From an optimization exercise on the open Yosys and OpenROAD flow, aimed at small area, a short achievable clock period and few clock cycles per item; shortcuts taken in it are not production practice.
The RTL was checked by simulation tests, not by an equivalence proof against the original design.
No activity file was given, so power comes from the tool's default toggle rates.

Design fc_layer, start of the top module:
module fc_layer #(
    parameter IN_SIZE = 75,
    parameter OUT_SIZE = 10,
    parameter DATA_WIDTH = 16
)(
    input  wire clk,
    input  wire reset_n,
    input  wire start_fc,
    input  wire data_valid,
    input  wire signed [DATA_WIDTH-1:0] map_in_serial,
    input  wire signed [DATA_WIDTH-1:0] weight_serial,
    input  wire signed [DATA_WIDTH-1:0] bias_serial,
    output reg finish_fc,
    output reg signed [DATA_WIDTH-1:0] predict_out,
    output reg predict_out_valid
);
    localparam IDLE = 2'd0, LD_X = 2'd1, LD_W = 2'd2, LD_B = 2'd3;
    reg [1:0] phase;
    reg [6:0] cnt_i;      
    reg [3:0] cnt_o;      
    reg ring_en;          
    reg ring_ld;          
    reg en;               
    reg first;            
    reg lastp;            
    reg push;             
    reg push2;            
    reg bv;               
    reg b9;               
    reg [15:0] d;         
    reg [7:0] neg, one, two;
    always @(posedge clk or negedge reset_n) begin
        if (!reset_n) begin
            phase <= IDLE;
            cnt_i <= 7'd0;
            cnt_o <= 4'd0;
            ring_en <= 1'b0;
            ring_ld <= 1'b0;
            en <= 1'b0;
            first <= 1'b0;
            lastp <= 1'b0;
            push <= 1'b0;
            push2 <= 1'b0;
            bv <= 1'b0;
            b9 <= 1'b0;
            predict_out_valid <= 1'b0;
            finish_fc <= 1'b0;
        end else begin
            ring_en <= data_valid && (phase == LD_X || phase == LD_W);
            ring_ld <= (phase == LD_X);
            en <= data_valid && (phase == LD_W);
            first <= data_valid && (phase == LD_W) && (cnt_i == 7'd0);
            lastp <= data_valid && (phase == LD_W) && (cnt_i == IN_SIZE-1) && (cnt_o != OUT_SIZE-1);
            push <= lastp;
            push2 <= push;
            bv <= data_valid && (phase == LD_B);
            b9 <= (cnt_o == OUT_SIZE-1);
            predict_out_valid <= bv;
  ...
Size in the first run: ~0.053 sq mm of cells after synthesis.
export LEC_CHECK = 0
export CAP_MARGIN = 20
export CORE_MARGIN = 2
export CORE_UTILIZATION = 50
export CTS_CLUSTER_DIAMETER = 100
export CTS_CLUSTER_SIZE = 30
export PLACE_DENSITY = 0.6
export SLEW_MARGIN = 20
export SYNTH_MEMORY_MAX_BITS = 16384
create_clock -name core_clock -period 15.0 [get_ports {clk}]
standard.sh (not shown) runs the stock make flow with config.mk's settings and CLKGATE_MAP_FILE= SYNTH_SCRIPT=/design/flow/synth_recipe.tcl, a recipe that flattens the netlist after the stock synthesis.
==> flow/flow/run.sh <==
#!/bin/bash
# Standard ORFS layout (the standard.sh, unchanged synthesis and steps).
# Only difference: the resizer's repair_timing is asked for a setup margin,
# so it works on paths well below the 15 ns period, and ABC maps for a
# shorter period. The SDC (period, I/O delays, loads) is not changed.
set -euo pipefail
bash standard.sh SETUP_SLACK_MARGIN=11.0 ABC_CLOCK_PERIOD_IN_PS=3800 finish > standard_flow.log 2>&1
The first run produced a clean layout.
Testbench counts at the start, summed over its fixed seeds: cycles 53,568, images 64.
Change:
--- a/flow/design.v
+++ b/flow/design.v
@@ -13,57 +13,48 @@
     input  wire signed [DATA_WIDTH-1:0] bias_serial,
     output reg finish_fc,
     output reg signed [DATA_WIDTH-1:0] predict_out,
     output reg predict_out_valid
 );
     localparam IDLE = 2'd0, LD_X = 2'd1, LD_W = 2'd2, LD_B = 2'd3;
     reg [1:0] phase;
     reg [6:0] cnt_i;      
     reg [3:0] cnt_o;      
-    reg ring_en;          
-    reg ring_ld;          
     reg en;               
     reg first;            
     reg lastp;            
     reg push;             
     reg push2;            
-    reg bv;               
-    reg b9;               
-    reg [15:0] d;         
+    wire ld_x = data_valid && (phase == LD_X);
+    wire ld_w = data_valid && (phase == LD_W);
+    wire ld_b = data_valid && (phase == LD_B);
+    wire last_b = (cnt_o == OUT_SIZE-1);
     reg [7:0] neg, one, two;
     always @(posedge clk or negedge reset_n) begin
         if (!reset_n) begin
             phase <= IDLE;
             cnt_i <= 7'd0;
             cnt_o <= 4'd0;
-            ring_en <= 1'b0;
-            ring_ld <= 1'b0;
             en <= 1'b0;
             first <= 1'b0;
             lastp <= 1'b0;
             push <= 1'b0;
             push2 <= 1'b0;
-            bv <= 1'b0;
-            b9 <= 1'b0;
             predict_out_valid <= 1'b0;
             finish_fc <= 1'b0;
         end else begin
-            ring_en <= data_valid && (phase == LD_X || phase == LD_W);
-            ring_ld <= (phase == LD_X);
-            en <= data_valid && (phase == LD_W);
-            first <= data_valid && (phase == LD_W) && (cnt_i == 7'd0);
-            lastp <= data_valid && (phase == LD_W) && (cnt_i == IN_SIZE-1) && (cnt_o != OUT_SIZE-1);
+            en <= ld_w;
+            first <= ld_w && (cnt_i == 7'd0);
+            lastp <= ld_w && (cnt_i == IN_SIZE-1) && (cnt_o != OUT_SIZE-1);
             push <= lastp;
             push2 <= push;
-            bv <= data_valid && (phase == LD_B);
-            b9 <= (cnt_o == OUT_SIZE-1);
-            predict_out_valid <= bv;
-            finish_fc <= bv && b9;
+            predict_out_valid <= ld_b;
+            finish_fc <= ld_b && last_b;
             if (start_fc) begin
                 phase <= LD_X;
                 cnt_i <= 7'd0;
                 cnt_o <= 4'd0;
             end else if (data_valid) begin
                 case (phase)
                     LD_X: begin
                         if (cnt_i == IN_SIZE-1) begin
                             cnt_i <= 7'd0;
@@ -88,35 +79,32 @@
                             phase <= IDLE;
                         end else
                             cnt_o <= cnt_o + 4'd1;
                     end
                     default: ;
                 endcase
             end
         end
     end
-    always @(posedge clk) begin
-        d <= (phase == LD_X) ? map_in_serial : bias_serial;
-    end
-    wire [15:0] wv = (data_valid && phase == LD_W) ? weight_serial : 16'd0;
+    wire [15:0] wv = ld_w ? weight_serial : 16'd0;
     wire [16:0] wx = {wv, 1'b0};
     integer b;
     always @(posedge clk)
         for (b = 0; b < 8; b = b + 1) begin
             neg[b] <= wx[2*b+2];
             one[b] <= wx[2*b+1] ^ wx[2*b];
             two[b] <= (wx[2*b+2] & ~wx[2*b+1] & ~wx[2*b]) | (~wx[2*b+2] & wx[2*b+1] & wx[2*b]);
         end
     reg [16*IN_SIZE-1:0] ring;
-    wire [15:0] x = ring[15:0];
+    wire [15:0] x = ring[16*IN_SIZE-1:16*IN_SIZE-16];
     always @(posedge clk)
-        if (ring_en)
-            ring <= {ring_ld ? d : x, ring[16*IN_SIZE-1:16]};
+        if (ld_x || ld_w)
+            ring <= {ld_x ? map_in_serial : ring[15:0], ring[16*IN_SIZE-1:16]};
     reg [28:0] acc_s, acc_c;
     wire [28:0] as_ = first ? 29'd1638400 : acc_s;
     wire [28:0] ac_ = first ? 29'd0 : acc_c;
     wire pp1;
     wire pp2;
     wire pp3;
     wire pp4;
     wire pp5;
     wire pp6;
@@ -1038,14 +1026,14 @@
         acc_s <= {c458, c456, c454, c452, c450, c448, c446, c444, c442, c440, c438, c436, c434, c432, c430, c428, c426, c424, c422, c420, c418, c416, c414, c412, c410, c408, c406, c404, s403};
         acc_c <= {s459, s457, s455, s453, s451, s449, s447, s445, s443, s441, s439, s437, s435, s433, s431, s429, s427, s425, s423, s421, s419, s417, s415, s413, s411, s409, s407, s405, ac_[0]};
     end
     wire [28:0] sum = acc_s + acc_c;
     reg [15:0] sum_r;     
     always @(posedge clk)
         sum_r <= sum[28:13];
     reg [16*(OUT_SIZE-1)-1:0] psum;
     always @(posedge clk)
-        if (push2 || (bv && !b9))
+        if (push2 || (ld_b && !last_b))
             psum <= {sum_r, psum[16*(OUT_SIZE-1)-1:16]};
     always @(posedge clk)
-        predict_out <= (b9 ? sum_r : psum[15:0]) + d;
+        predict_out <= (last_b ? sum_r : psum[15:0]) + bias_serial;
 endmodule
Effect: The changed run completed without violations. Routed wire length is higher by 4.1%. Clock skew is lower by 14 ps. Synthesized cell count is lower by 0.57%. Via count is higher by 1.8%. Power is lower by 0.85%. Worst hold slack gains 13 ps.
Testbench counts after the change, summed over its fixed seeds: cycles 53,504, images 64.

-- port drivers added, routing unchanged --
Ports are ideal in the flow. The routed layouts listed here were re-timed in OpenROAD.
Step 1 assumes that a clkbuf_16 drives the clock port and a buf_2 every other input.
Step 2 also shifts input and output timing later by t, the mid clock arrival at the registers, as if the neighbouring blocks saw the same clock.
a / b / c = ideal ports / drivers / drivers and shift; a / b = the first two.
run | t (ns) | slack for setup (ns) | hold slack, ns
the first run | 0.765 | 10.756 / 10.688 / 10.673 | 0.364 / 0.364 / 0.364
the second run | 0.751 | 10.761 / 10.690 / 10.258 | 0.377 / 0.377 / 0.377
After both steps setup and hold are still met in every run listed. The setup slack of the second run, which loses most, moves by -0.071 ns with the drivers and by -0.503 ns with both steps.
